Context: an optimization exercise on an open-source flow, tuned for small area. The choices shown serve that exercise and are no tape-out recipe.
At most, simulation tests tie the RTL to the original design; equivalence was not proved.
The RTL of run 1 was laid out without a check of its function.
No activity file was given, so power comes from the tool's default toggle rates.

$ cat design/flow/flow/run.sh
#!/bin/bash
set -euo pipefail
export BUFFER_PORTS_ARGS="-buffer_cell sky130_fd_sc_hd__buf_1"
bash standard.sh > standard_flow.log 2>&1
$ cat design/flow/standard.sh
#!/bin/bash
# synth_recipe.tcl (not shown) runs the flow's synth.tcl, then flattens the netlist and writes it again
# the make line also repeats each setting of config.mk as NAME=value (left out here)
make -C /OpenROAD-flow-scripts/flow DESIGN_CONFIG=/design/flow/config.mk WORK_HOME=/design/flow/orfs CLKGATE_MAP_FILE= SYNTH_SCRIPT=/design/flow/synth_recipe.tcl "${@:-finish}"
$ cat design/flow/config.mk
export PLATFORM = sky130hd
export DESIGN_NAME = PID
export DESIGN_NICKNAME = PID
export VERILOG_FILES = /design/flow/design.v
export SDC_FILE = /design/flow/constraint.sdc
export NUM_CORES = 4
export LEC_CHECK = 0
export CAP_MARGIN = 20
export CORE_MARGIN = 2
export CORE_UTILIZATION = 40
export CTS_BUF_LIST = sky130_fd_sc_hd__clkbuf_8
export CTS_CLUSTER_SIZE = 30
export SLEW_MARGIN = 20
export SYNTH_HIERARCHICAL = 1
export SYNTH_MINIMUM_KEEP_SIZE = 0
$ cat design/flow/constraint.sdc
create_clock -name core_clock -period 20.0 [get_ports {i_Clk}]
set_input_delay 4.0000 -clock core_clock [delete_from_list [all_inputs] [get_ports {i_Clk}]]
set_output_delay 4.0000 -clock core_clock [all_outputs]
set_load 0.01 [all_outputs]
$ cat design/flow/design.v
module PID(
	input i_Clk,
	input [13:0]number_of_pulses,
	input [4:0]SW,
	input PID_timer,
	output reset_nop_0,
	input reset,
	output [13:0]signal_dc,
	input [35:0] KP,
	input [35:0] KI,
	input [35:0] KD
);
	reg        rn;
	reg  [5:0] cnt;
	reg [17:0] ep;            
	reg [24:0] sum;           
	reg        sc;            
	reg        sg;            
	reg [20:0] dd;            
	reg        cm, be, bd;    
	reg [18:0] a1;            
	reg [24:0] a2;            
	reg [18:0] a3;            
	reg        ca, cb;        
	reg        w1, w2, w3;    
	reg        sx;            
	reg        gt;            
	reg [13:0] res;           
	reg [13:0] dc_out;
	assign reset_nop_0 = rn;
	assign signal_dc = dc_out;
	wire running = (cnt != 6'd45);
	wire start   = PID_timer & ~rn & ~reset;
	wire pre     = (cnt >= 6'd46);
	wire prod    = (cnt <= 6'd35);
	wire last    = (cnt == 6'd44);
	wire [4:0] pt = cnt[4:0] - 5'd14;    
	wire np_t   = (pt < 5'd14) & dd[2];       
	wire np_t2  = (pt < 5'd16) & dd[0];       
	wire s_t    = (pt >= 5'd8) & (pt <= 5'd12) & dd[8];   
	wire m_t    = np_t ^ np_t2 ^ cm;          
	wire m_c    = (np_t & np_t2) | (cm & (np_t ^ np_t2));
	wire e_t    = s_t ^ m_t ^ be;             
	wire e_b    = (~s_t & (m_t | be)) | (m_t & be);
	wire de_t   = e_t ^ ep[0] ^ bd;           
	wire de_b   = (~e_t & (ep[0] | bd)) | (ep[0] & bd);
	wire       tail  = (cnt >= 6'd36) & (cnt <= 6'd44);     
	wire       spre  = (cnt >= 6'd46) & (cnt <= 6'd61);     
	wire       srot  = tail | spre;
	wire       slast = (cnt == 6'd61);
	wire       ssat  = (cnt == 6'd62);
	wire [3:0] tk    = cnt[3:0] - 4'd5;                     
	wire       e_lo  = (cnt != 6'd36) & ep[tk[2:0]];
	wire       e_hi  = (pt <= 5'd9) ? ep[8] : sg;
	wire       e_s   = tail ? e_lo : e_hi;
	wire       sr    = sum[0] ^ e_s ^ sc;
	wire       scn   = (sum[0] & e_s) | (sc & (sum[0] ^ e_s));
	wire       s25   = sum[0] ^ e_s ^ scn;                  
	wire       ovf   = sc ^ sum[24];
	wire [35:0] oh;           
	wire kp_b, ki_b, kd_b;
	PID_dec  u_dec (.sel(cnt), .oh(oh));
	PID_kbit u_kp (.k(KP), .oh(oh), .b(kp_b));
	PID_kbit u_ki (.k(KI), .oh(oh), .b(ki_b));
	PID_kbit u_kd (.k(KD), .oh(oh), .b(kd_b));
	wire [19:0] s1, s3;
	wire [25:0] s2;
	wire [19:0] c1, c3;
	wire [25:0] c2;
	assign s1[0] = a1[0];
	assign c1[1] = 1'b0;
	assign s3[0] = a3[0];
	assign c3[1] = 1'b0;
	assign c2[0] = 1'b0;
	genvar k;
	generate
		for (k = 1; k < 19; k = k + 1) begin : acc13
			wire o1 = ep[k-1] & kp_b;
			wire o3 = dd[k+2] & kd_b;
			assign s1[k] = a1[k] ^ o1 ^ c1[k];
			assign s3[k] = a3[k] ^ o3 ^ c3[k];
			if (k < 18) begin : cy
				assign c1[k+1] = (a1[k] & o1) | (c1[k] & (a1[k] ^ o1));
				assign c3[k+1] = (a3[k] & o3) | (c3[k] & (a3[k] ^ o3));
			end else begin : top
				wire c1t = (a1[k] & o1) | (c1[k] & (a1[k] ^ o1));
				wire c3t = (a3[k] & o3) | (c3[k] & (a3[k] ^ o3));
				assign s1[19] = a1[18] ^ o1 ^ c1t;
				assign s3[19] = a3[18] ^ o3 ^ c3t;
			end
		end
		for (k = 0; k < 25; k = k + 1) begin : acc2
			wire o2 = sum[k] & ki_b;
			assign s2[k] = a2[k] ^ o2 ^ c2[k];
			if (k < 24) begin : cy
				assign c2[k+1] = (a2[k] & o2) | (c2[k] & (a2[k] ^ o2));
			end else begin : top
				wire c2t = (a2[k] & o2) | (c2[k] & (a2[k] ^ o2));
				assign s2[25] = a2[24] ^ o2 ^ c2t;
			end
		end
	endgenerate
	wire tc  = (cnt >= 6'd36) & (cnt <= 6'd43);
	wire xb1 = tc & KP[35] & e_lo;
	wire xb2 = tc & KI[35] & sum[0];
	wire xb3 = tc & KD[35] & (cnt != 6'd36) & dd[2];
	wire p1 = s1[0] ^ xb1 ^ w1;
	wire p2 = s2[0] ^ xb2 ^ w2;
	wire p3 = s3[0] ^ xb3 ^ w3;
	wire w1n = (~s1[0] & (xb1 | w1)) | (xb1 & w1);
	wire w2n = (~s2[0] & (xb2 | w2)) | (xb2 & w2);
	wire w3n = (~s3[0] & (xb3 | w3)) | (xb3 & w3);
	wire sg1 = KP[35] ? (~ep[17] & (ep != 18'd0)) : a1[18];
	wire sg2 = KI[35] ? (~sum[24] & (sum != 25'd0)) : a2[24];
	wire sg3 = KD[35] ? (~dd[20] & (dd[20:3] != 18'd0)) : a3[18];
	wire u   = p1 ^ p2 ^ ca;
	wire uc  = (p1 & p2) | (ca & (p1 ^ p2));
	wire y   = u ^ p3 ^ cb;                   
	wire yc  = (u & p3) | (cb & (u ^ p3));
	wire acc = (cnt >= 6'd9) & (cnt <= 6'd43);
	wire [13:0] lim = 14'd10000;
	wire [3:0]  lk  = cnt[3:0] - 4'd2;        
	wire in_res = (cnt >= 6'd18) & (cnt <= 6'd31);
	wire c_k    = in_res & lim[lk];
	wire gt_n   = (y & ~c_k) | (~(y ^ c_k) & gt);
	wire pw35 = ca ^ cb ^ sx;
	always @(posedge i_Clk) begin
		a1 <= {prod & s1[19], s1[18:1]};
		a2 <= {prod & s2[25], s2[24:1]};
		a3 <= {prod & s3[19], s3[18:1]};
		ca <= acc & uc;
		cb <= acc & yc;
		gt <= (cnt >= 6'd18) & (cnt <= 6'd43) & gt_n;
		if (cnt == 6'd36) sx <= sg1 ^ sg2 ^ sg3;
		w1 <= tc & w1n;
		w2 <= tc & w2n;
		w3 <= tc & w3n;
		res <= {in_res ? y : res[0], res[13:1]};
		if (start) begin
			dd <= {SW, number_of_pulses, 2'b00};
			cm <= 1'b0; be <= 1'b0; bd <= 1'b0;
			sg <= ep[17];
		end else if (pre | tail) begin
			dd <= {de_t, dd[20:1]};
			if (pre) begin
				ep <= {e_t, ep[17:1]};
				cm <= m_c; be <= e_b; bd <= de_b;
			end
		end
		if (srot) begin
			sum <= {sr, sum[24:1]};
			sc  <= slast ? s25 : scn;
		end else if (ssat) begin
			if (ovf) sum <= sc ? 25'h1000000 : 25'h0FFFFFF;
			sc <= 1'b0;
		end
		if (reset) begin
			rn <= 1'b1;
			cnt <= 6'd45;
			ep <= 18'd0;
			sum <= 25'd0;
			sc <= 1'b0;
			dc_out <= 14'd0;
		end else begin
			if (start | running) cnt <= cnt + 6'd1;
			if (start) rn <= 1'b1;
			else if (!running || last) rn <= 1'b0;
			if (last) dc_out <= pw35 ? 14'd0 : (gt ? 14'd10000 : {res[1:0], res[13:2]});
		end
	end
endmodule
module PID_dec(
	input  [5:0]  sel,
	output [35:0] oh
);
	wire [7:0] lo = 8'd1 << sel[2:0];
	wire [7:0] hi = 8'd1 << sel[5:3];
	genvar i;
	generate
		for (i = 0; i < 36; i = i + 1) begin : d
			assign oh[i] = hi[i / 8] & lo[i % 8];
		end
	endgenerate
endmodule
module PID_kbit(
	input  [35:0] k,
	input  [35:0] oh,
	output        b
);
	assign b = |(k & oh);
endmodule
==> results.cfg, run 1 <==
[floorplan]
start_util = 0.4063
die_y_um = 152.9
dieArea_um2 = 23380
die_w_um = 152.9
placeableCoreArea_um2 = 21820
num_rows = 54
io_pins = 145

[worst_setup_path]
crit_required_ns = 20.41
cp_slowest_cell = nand4_1
r2r_slack_ns = 7.45
worstSetupPathType = in2reg
slowest_delay_ns = 0.66
cpMostUsedCell = fa_1
path_buf_inv = 5
crit_family = adder cells
crit_path_end_kind = flop
cp_max_fo = 25
arrival_ns = 15.04
critPathLaunchType = input pin

[routing]
dr_total_vias = 6909
vias_per_cell = 5.290
drt_wl_total_um = 21240
drtIter0Drc = 512
ant_nets = 0
drc = 0
dr.pass1.iters = 6
wl_per_cell_um = 16.26

[global_routing]
grt_antenna_before_repair = 0
grt_pass1_vias = 6884
grt_pass1_wl_um = 35270
track_usage = 0.1891
grt_max_degree = 64
gr-total-overflow = 0

[layout]
drive_above_1_share = 0.06238
fin_nets = 1225
multi_input_comb_area_um2 = 4802
antenna_cells = 0
mostFrequentLayoutCell = dfxtp_1
regArea_um2 = 3694
most-common-layout-cells = 153 x dfxtp_1, 143 x buf_1, 129 x nand2_1, 68 x fa_1, 65 x and2_1
nFillCells = 2162
area_growth_pct = 11.75

[yosys]
yosys.area_share.simple = 0.2090
synth_top_family_by_area = simple AND/OR/NAND/NOR gates
synth_ff_type = dfxtp_1
syn_avg_cell_area_um2 = 9.963
async_reset_ff_frac = 0
ys_ff_latch = 174
synthXorXnorAreaFrac = 0.01284
synth_nets = 1102
synth_compound_area_frac = 0.1274
ys_seq_area_frac = 0.4165
yosysWarnings = 7
syn-cell-area_um2 = 8867
yosys.area_share.adder = 0.1733
postSynthCellCount = 890
synth_mux_area_frac = 0.01905
synth_edf_count = 21
yosysUniqueCellTypes = 58

[timing]
fin_crit_sh = 0.7316
setup_viol = 0
final_hold_viol_count = 0
fin_hold_ws_ns = 0.3537
fin_crit_ns = 14.63
worstMarginPinSlew_ns = 1.064
slew_viol_final = 0
tns_ns = 0
maxSlewHeadroom = 0.2895
skew_ns = 0.02250
fmax_mhz = 68.34
rsz0062_at_grt = no

[place]
dpl.hpwl_um = 15850
portBuffers = 144
routabilityCongestion = 0.9951

[power]
peakVddDrop_mv = 0.07013
p_leak_nw = 3.847
p_total_w = 0.001010
powerDensity_nw_per_um2 = 101.9

[clocking]
clock-sinks = 174
clock_path_buffers = 2
htree_levels = 4
root_buffer = clkbuf_8
cts_tree = done
clock_latency_ns = 0.48
numCtsBuffers = 17
clk_pin_slew_ns = 0.09
cts_setup_buffers = 0
post_cts_resized = 0
ctsHoldBuffers = 0

[flow_run]
cap_violations = 0

[status]
status = complete, no violations

[worst_hold_path]
holdCritPathClass = reg2reg
## modules after synthesis, one instance, submodules excluded
module / area [um2] / cells / flops+latches / times used
PID: 7996 / 761 / 174 / 1
PID_kbit: 177.7 / 24 / 0 / 3
PID_dec: 337.8 / 57 / 0 / 1
## metal layers
metal / up-vias / track usage / share of wire / wire length [um]
met5: - / 0 / 0 / 0
met2: 229 / 0.2930 / 0.46 / 9716
met4: 0 / 0.08289 / 0.033 / 699
met3: 46 / 0.04650 / 0.063 / 1344
met1: 3299 / 0.2526 / 0.45 / 9475
li1: 3335 / - / - / -
## per-stage QoR
| step | instances | setup WS [ns] | instance area, um2 | util |
|---|---|---|---|---|
| final | 1306 | 5.367 | 9910 | 0.4541 |
| after global routing | 1306 | 4.632 | 9910 | 0.4541 |
| after CTS | 1306 | 5.307 | 9910 | 0.4541 |
| after detailed placement | 1274 | 4.785 | 9545 | 0.4374 |
| after global placement | 1274 | 4.987 | 9545 | 0.4374 |
| after floorplan | 890 | 6.055 | 8867 | - |
## path summary, 6_finish.rpt
check             startpoint     end  cells past startpoint
setup / recovery      KI[20]  a2[23]                     35
hold / removal        res[2]  res[1]                      0
setup reg to reg      cnt[2]  a2[23]                     36
hold reg to reg       res[2]  res[1]                      0
## cell families (layout without fill, tap and decap cells)
| family | count (synthesis) | in the layout |
|---|---|---|
| simple gates | 363 | 363 |
| flops | 174 | 174 |
| compound gates | 164 | 164 |
| fa+ha+maj | 82 | 82 |
| buf+inv | 80 | 216 |
| mux | 14 | 14 |
| xor+xnor | 13 | 13 |
## sequential cells by signal, summed over array words and instances, names as in the netlist, 6 cells and up
name,flops
res,14
sum,25
a3,19
ep,18
dd,21
cnt,6
dc_out,14
a2,25
a1,19
## where the power goes
part	total [W]	switching [W]	internal, W
clock network	0.000229	0.000139	0.0000902
logic	0.000310	0.000209	0.000101
registers	0.000471	0.0000541	0.000417
## cells in the mapped netlist, types with 3 or more instances
master	instances	area share
clkbuf_1	19	0.0080
inv_1	37	0.016
ha_1	14	0.020
nor4b_1	3	0.0030
dfxtp_1	153	0.35
a22oi_2	3	0.0042
a22o_1	4	0.0040
and2_1	65	0.046
nor2_1	58	0.025
a221oi_1	3	0.0030
mux2i_1	9	0.010
o21ai_0	27	0.015
xnor2_1	8	0.0079
mux2_2	3	0.0038
or4b_4	4	0.0062
nor2b_1	5	0.0035
buf_4	5	0.0042
a21oi_1	29	0.016
nand2_1	129	0.055
nor3_1	5	0.0028
nor3_2	3	0.0034
nand4_1	14	0.0099
nand4bb_1	3	0.0038
fa_1	68	0.15
nand3_1	35	0.020
xor2_1	5	0.0049
a22oi_1	54	0.046
a31oi_1	27	0.019
buf_2	12	0.0068
o211ai_1	6	0.0051
edfxtp_1	21	0.071
nand2b_1	6	0.0042
buf_6	5	0.0063
nor4_1	17	0.012
## final cells by class
cell class	instances	area share
multi-input cells	636	0.4846
inverters	38	0.01439
clock inverters	15	0.01313
well taps	280	0.03535
repair buffers	146	0.05619
flip-flops and latches	174	0.3727
clock buffers	17	0.02361
## worst reg2reg max path: cells and delay by family (launching register included)
family | cells | cell delay, ns
adders and majority gates | 25 | 8.81
and+or+nand+nor | 6 | 2.01
DFF | 1 | 1.04
AOI/OAI and AO/OA | 1 | 0.37
buffers and inverters | 4 | 0.23
==> run 2, diff against run 1 <==
--- a/design/flow/design.v
+++ b/design/flow/design.v
@@ -18,9 +18,9 @@
 	reg        sg;            
 	reg [20:0] dd;            
 	reg        cm, be, bd;    
-	reg [18:0] a1;            
-	reg [24:0] a2;            
-	reg [18:0] a3;            
+	reg [18:0] n1;            
+	reg [24:0] n2;            
+	reg [18:0] n3;            
 	reg        ca, cb;        
 	reg        w1, w2, w3;    
 	reg        sx;            
@@ -63,43 +63,52 @@
 	PID_kbit u_kp (.k(KP), .oh(oh), .b(kp_b));
 	PID_kbit u_ki (.k(KI), .oh(oh), .b(ki_b));
 	PID_kbit u_kd (.k(KD), .oh(oh), .b(kd_b));
-	wire [19:0] s1, s3;
-	wire [25:0] s2;
-	wire [19:0] c1, c3;
-	wire [25:0] c2;
-	assign s1[0] = a1[0];
-	assign c1[1] = 1'b0;
-	assign s3[0] = a3[0];
-	assign c3[1] = 1'b0;
-	assign c2[0] = 1'b0;
+	wire [17:0] no1v, no3v;
+	wire [24:0] no2v;
+	PID_opnd #(18) u_o1 (.x(ep), .k(kp_b), .no(no1v));
+	PID_opnd #(25) u_o2 (.x(sum), .k(ki_b), .no(no2v));
+	PID_opnd #(18) u_o3 (.x(dd[20:3]), .k(kd_b), .no(no3v));
+	wire [19:0] ns1, ns3, nc1, nc3;
+	wire [25:0] ns2, nc2;
+	assign ns1[0] = n1[0];
+	assign nc1[1] = 1'b1;
+	assign ns3[0] = n3[0];
+	assign nc3[1] = 1'b1;
+	assign nc2[0] = 1'b1;
 	genvar k;
 	generate
 		for (k = 1; k < 19; k = k + 1) begin : acc13
-			wire o1 = ep[k-1] & kp_b;
-			wire o3 = dd[k+2] & kd_b;
-			assign s1[k] = a1[k] ^ o1 ^ c1[k];
-			assign s3[k] = a3[k] ^ o3 ^ c3[k];
+			wire no1 = no1v[k-1];
+			wire no3 = no3v[k-1];
+			assign ns1[k] = n1[k] ^ no1 ^ nc1[k];
+			assign ns3[k] = n3[k] ^ no3 ^ nc3[k];
 			if (k < 18) begin : cy
-				assign c1[k+1] = (a1[k] & o1) | (c1[k] & (a1[k] ^ o1));
-				assign c3[k+1] = (a3[k] & o3) | (c3[k] & (a3[k] ^ o3));
+				assign nc1[k+1] = (n1[k] & no1) | (nc1[k] & no1) | (n1[k] & nc1[k]);
+				assign nc3[k+1] = (n3[k] & no3) | (nc3[k] & no3) | (n3[k] & nc3[k]);
 			end else begin : top
-				wire c1t = (a1[k] & o1) | (c1[k] & (a1[k] ^ o1));
-				wire c3t = (a3[k] & o3) | (c3[k] & (a3[k] ^ o3));
-				assign s1[19] = a1[18] ^ o1 ^ c1t;
-				assign s3[19] = a3[18] ^ o3 ^ c3t;
+				wire nc1t = (n1[k] & no1) | (nc1[k] & no1) | (n1[k] & nc1[k]);
+				wire nc3t = (n3[k] & no3) | (nc3[k] & no3) | (n3[k] & nc3[k]);
+				assign ns1[19] = n1[18] ^ no1 ^ nc1t;
+				assign ns3[19] = n3[18] ^ no3 ^ nc3t;
 			end
 		end
 		for (k = 0; k < 25; k = k + 1) begin : acc2
-			wire o2 = sum[k] & ki_b;
-			assign s2[k] = a2[k] ^ o2 ^ c2[k];
+			wire no2 = no2v[k];
+			assign ns2[k] = n2[k] ^ no2 ^ nc2[k];
 			if (k < 24) begin : cy
-				assign c2[k+1] = (a2[k] & o2) | (c2[k] & (a2[k] ^ o2));
+				assign nc2[k+1] = (n2[k] & no2) | (nc2[k] & no2) | (n2[k] & nc2[k]);
 			end else begin : top
-				wire c2t = (a2[k] & o2) | (c2[k] & (a2[k] ^ o2));
-				assign s2[25] = a2[24] ^ o2 ^ c2t;
+				wire nc2t = (n2[k] & no2) | (nc2[k] & no2) | (n2[k] & nc2[k]);
+				assign ns2[25] = n2[24] ^ no2 ^ nc2t;
 			end
 		end
 	endgenerate
+	wire [19:0] s1 = ~ns1;
+	wire [25:0] s2 = ~ns2;
+	wire [19:0] s3 = ~ns3;
+	wire [18:0] a1 = ~n1;
+	wire [24:0] a2 = ~n2;
+	wire [18:0] a3 = ~n3;
 	wire tc  = (cnt >= 6'd36) & (cnt <= 6'd43);
 	wire xb1 = tc & KP[35] & e_lo;
 	wire xb2 = tc & KI[35] & sum[0];
@@ -125,9 +134,9 @@
 	wire gt_n   = (y & ~c_k) | (~(y ^ c_k) & gt);
 	wire pw35 = ca ^ cb ^ sx;
 	always @(posedge i_Clk) begin
-		a1 <= {prod & s1[19], s1[18:1]};
-		a2 <= {prod & s2[25], s2[24:1]};
-		a3 <= {prod & s3[19], s3[18:1]};
+		n1 <= {~prod | ns1[19], ns1[18:1]};
+		n2 <= {~prod | ns2[25], ns2[24:1]};
+		n3 <= {~prod | ns3[19], ns3[18:1]};
 		ca <= acc & uc;
 		cb <= acc & yc;
 		gt <= (cnt >= 6'd18) & (cnt <= 6'd43) & gt_n;
@@ -189,3 +198,10 @@
 );
 	assign b = |(k & oh);
 endmodule
+module PID_opnd #(parameter W = 18) (
+	input  [W-1:0] x,
+	input          k,
+	output [W-1:0] no
+);
+	assign no = ~(x & {W{k}});
+endmodule
==> design/flow/flow/run.sh (replaced) <==
#!/bin/bash
set -euo pipefail
export BUFFER_PORTS_ARGS="-buffer_cell sky130_fd_sc_hd__buf_1"
export CTS_ARGS="-sink_clustering_enable -repair_clock_nets -dont_use_dummy_load -sink_clustering_size 30 -buf_list sky130_fd_sc_hd__clkbuf_8"
bash standard.sh > standard_flow.log 2>&1
==> run 2 against run 1 <==
Design area shrank 1.6%. Non-clock buffer count grew 7. Hold slack worse by 0.013 ns. Final cell count is 2.0% lower. Global-route usage decreased by 1.6 points. Utilization decreased by 0.57 points. Via count decreased by 1.5%. Power increased by 8.1%. Sequential power is 9.1% higher. Clock power fell by about 20%. Die area fell by 0.35%. Sequential share of layout area is 0.59 points higher. Highest routed layer unchanged.
==> results.cfg, run 2 <==
[place]
placed_cells = 1262
portBuffers = 144
routabilityCongestion = 0.8341
dpl.hpwl_um = 14540

[worst_setup_path]
crit_family = adder cells
worstSetupPathType = in2reg
crit_path_end_kind = flop
reg2reg_from = cnt[0]
reg2reg_depth = 34
r2r_slack_ns = 7.56
arrival_ns = 14.63
crit_required_ns = 20.32
cpMostUsedCell = fa_1
path_buf_inv = 3
slowest_delay_ns = 0.43
r2r_end = n2[23]
critPathLaunchType = input pin
cp_slowest_cell = fa_1
cp_max_fo = 7

[layout]
mostFrequentLayoutCell = dfxtp_1
nFillCells = 2159
area_growth_pct = 10.41
multi_input_comb_area_um2 = 4741
fin_nets = 1217
final_cells = 1280
drive_above_1_share = 0.05300
reg.largest.list = n2 x25, sum x25, dd x21
most-common-layout-cells = 153 x dfxtp_1, 143 x buf_1, 128 x nand2_1, 102 x nor2_1, 71 x fa_1
regArea_um2 = 3694
antenna_cells = 0

[worst_hold_path]
holdPathStages = 0
holdCritPathClass = reg2reg
hp-start = res[13]
hold_end = res[12]

[timing]
worstMarginPinSlew_ns = 1.054
fmax_mhz = 69.89
final_hold_viol_count = 0
skew_ns = 0.03063
fin_crit_ns = 14.31
setup_viol = 0
rsz0062_at_grt = no
slew_viol_final = 0
tns_ns = 0
fin_crit_sh = 0.7154
maxSlewHeadroom = 0.2966

[power]
powerDensity_nw_per_um2 = 111.9
peakVddDrop_mv = 0.06058
p_leak_nw = 3.192

[yosys]
synth_area_leader_cell = dfxtp_1
yosys.cell_count.top_type = dfxtp_1
syn-cell-area_um2 = 8836
synth_edf_count = 21
synth_top_family_by_area = adder cells
synthXorXnorAreaFrac = 0.01289
synth_nets = 1089
ys_ff_latch = 174
async_reset_ff_frac = 0
yosys-top-cells-area = dfxtp_1 35%, fa_1 16%, edfxtp_1 7.1%
yosys-top-cells-count = 153 x dfxtp_1, 128 x nand2_1, 102 x nor2_1, 71 x fa_1, 54 x a22oi_1
postSynthCellCount = 874
synth_top_area_frac = 0.3466
ys_seq_area_frac = 0.4180
synth_ff_type = dfxtp_1
yosys.area_share.adder = 0.1807
synth_compound_area_frac = 0.1334
yosys.area_share.simple = 0.1725
yosysUniqueCellTypes = 60
yosysWarnings = 7
syn_avg_cell_area_um2 = 10.11
synth_mux_area_frac = 0.03611

[floorplan]
placeableCoreArea_um2 = 21760
dieArea_um2 = 23290
io_pins = 145
die_w_um = 152.6
start_util = 0.4061
die_y_um = 152.6
num_rows = 54

[routing]
wl_met1_um = 9696
ant_nets = 0
drc = 0
wl_met2_um = 8813
dr.pass1.iters = 7
vias_per_cell = 5.316
met3_length_um = 1066
highest_layer = met4
wl_per_cell_um = 15.44
dr_total_vias = 6805
drt_wl_total_um = 19760
drtIter0Drc = 531

[clocking]
cts_setup_buffers = 0
numCtsBuffers = 17
clock_path_buffers = 2
clock-sinks = 174
htree_levels = 4
clk_pin_slew_ns = 0.09
clock_latency_ns = 0.46
post_cts_resized = 0
ctsHoldBuffers = 0
root_buffer = clkbuf_8
cts_tree = done

[global_routing]
grt_pass1_wl_um = 33170
gr-total-overflow = 0
grt_pass1_vias = 6568
track_usage = 0.1727
grt_antenna_before_repair = 0
grt_max_degree = 63

[status]
status = complete, no violations

[flow_run]
cap_violations = 0
-- run 2: worst max-delay path by stage --
stage | depth (start not counted) | start | slack [ns] | end
6_report | 33 | KI[35] | 5.69 | n2[23]
5_1_grt | 33 | KI[35] | 5.16 | n2[23]
4_1_cts | 33 | KI[35] | 5.27 | n2[23]
3_5_place_dp | 33 | KI[35] | 4.77 | n2[23]
3_3_place_gp | 33 | KI[35] | 4.97 | n2[23]
2_1_floorplan | 33 | KI[16] | 5.99 | n2[23]
-- run 2: power breakdown --
part           switching, W  total (W)  leakage, nW  internal [W]
Sequential        0.0000701   0.000514         1.46      0.000444
Combinational      0.000242   0.000394         1.61      0.000152
Clock              0.000109   0.000184        0.122     0.0000752
Total              0.000421    0.00109         3.19      0.000671
-- run 2: Yosys stat by module (local to each module, per instance), excerpt --
module    times used  cells inside  flops+latches  area, um2
PID_dec            1            57              0      337.8
PID                1           677            174       7620
PID_kbit           3            24              0      177.7
-- run 2: cells by family (layout without fill, tap and decap cells) --
group	after synthesis	after routing
AO/OA/AOI/OAI	173	173
multiplexers	29	29
AND/OR/NAND/NOR	323	323
XOR/XNOR	13	13
buffers and inverters	77	203
adder cells (fa/ha/maj)	85	85
flip-flops	174	174
-- run 2: per-stage QoR --
stage               utilization  area, um2  total power, W  hold WS, ns  setup WS, ns
global placement         0.4371       9510       0.0009101       0.3338         4.973
global route             0.4484       9756        0.001177       0.3421         5.158
floorplan                     -       8836       0.0008135       0.3259         5.986
finish                   0.4484       9756        0.001091       0.3410         5.691
CTS                      0.4479       9744        0.001102       0.3436         5.268
detailed placement       0.4371       9510       0.0009164       0.3314         4.769
-- run 2: area by class of cell --
| class | instances | share of cell area |
|---|---|---|
| multi-input cells | 623 | 0.4860 |
| well taps | 280 | 0.03591 |
| inverters | 33 | 0.01270 |
| clock buffers | 17 | 0.02398 |
| repair buffers | 153 | 0.06284 |
| flip-flops and latches | 174 | 0.3786 |
-- run 2: routing by layer --
metal | GRT usage | vias to the layer above
met5 | 0 | -
met4 | 0.04718 | 0
met3 | 0.03612 | 17
met2 | 0.2528 | 183
met1 | 0.2589 | 3313
li1 | - | 3292

-- afterwards: timing with drivers on the ports --
In the flow no input, the clock included, has a driving cell. The finished layouts below were timed again as built, in two steps. Step 1 (the two cells are an assumption about what drives the block):
set clk [get_ports {i_Clk}]
set_driving_cell -lib_cell sky130_fd_sc_hd__clkbuf_16 $clk
set_driving_cell -lib_cell sky130_fd_sc_hd__buf_2 [delete_from_list [all_inputs] $clk]
Step 2 also shifts input and output timing later by t, the mid clock arrival at the registers, as if the neighbouring blocks saw the same clock. a / b / c = ideal ports / drivers / drivers and shift; a / b = the first two.
| run | shift t [ns] | slack for setup (ns) | worst setup path after step 2 | latest minus earliest clock arrival (ns) | cell pins on the clock port's net |
|---|---|---|---|---|---|
| run 1 | 0.504 | 5.367 / 5.383 / 4.879 | input to register | 0.030 / 0.029 | 1 |
| run 2 | 0.487 | 5.691 / 5.688 / 5.201 | input to register | 0.036 / 0.037 | 1 |
After both steps setup and hold are still met in every run listed. The setup slack of run 2, which loses most, moves by -0.003 ns with the drivers and by -0.490 ns with both steps.
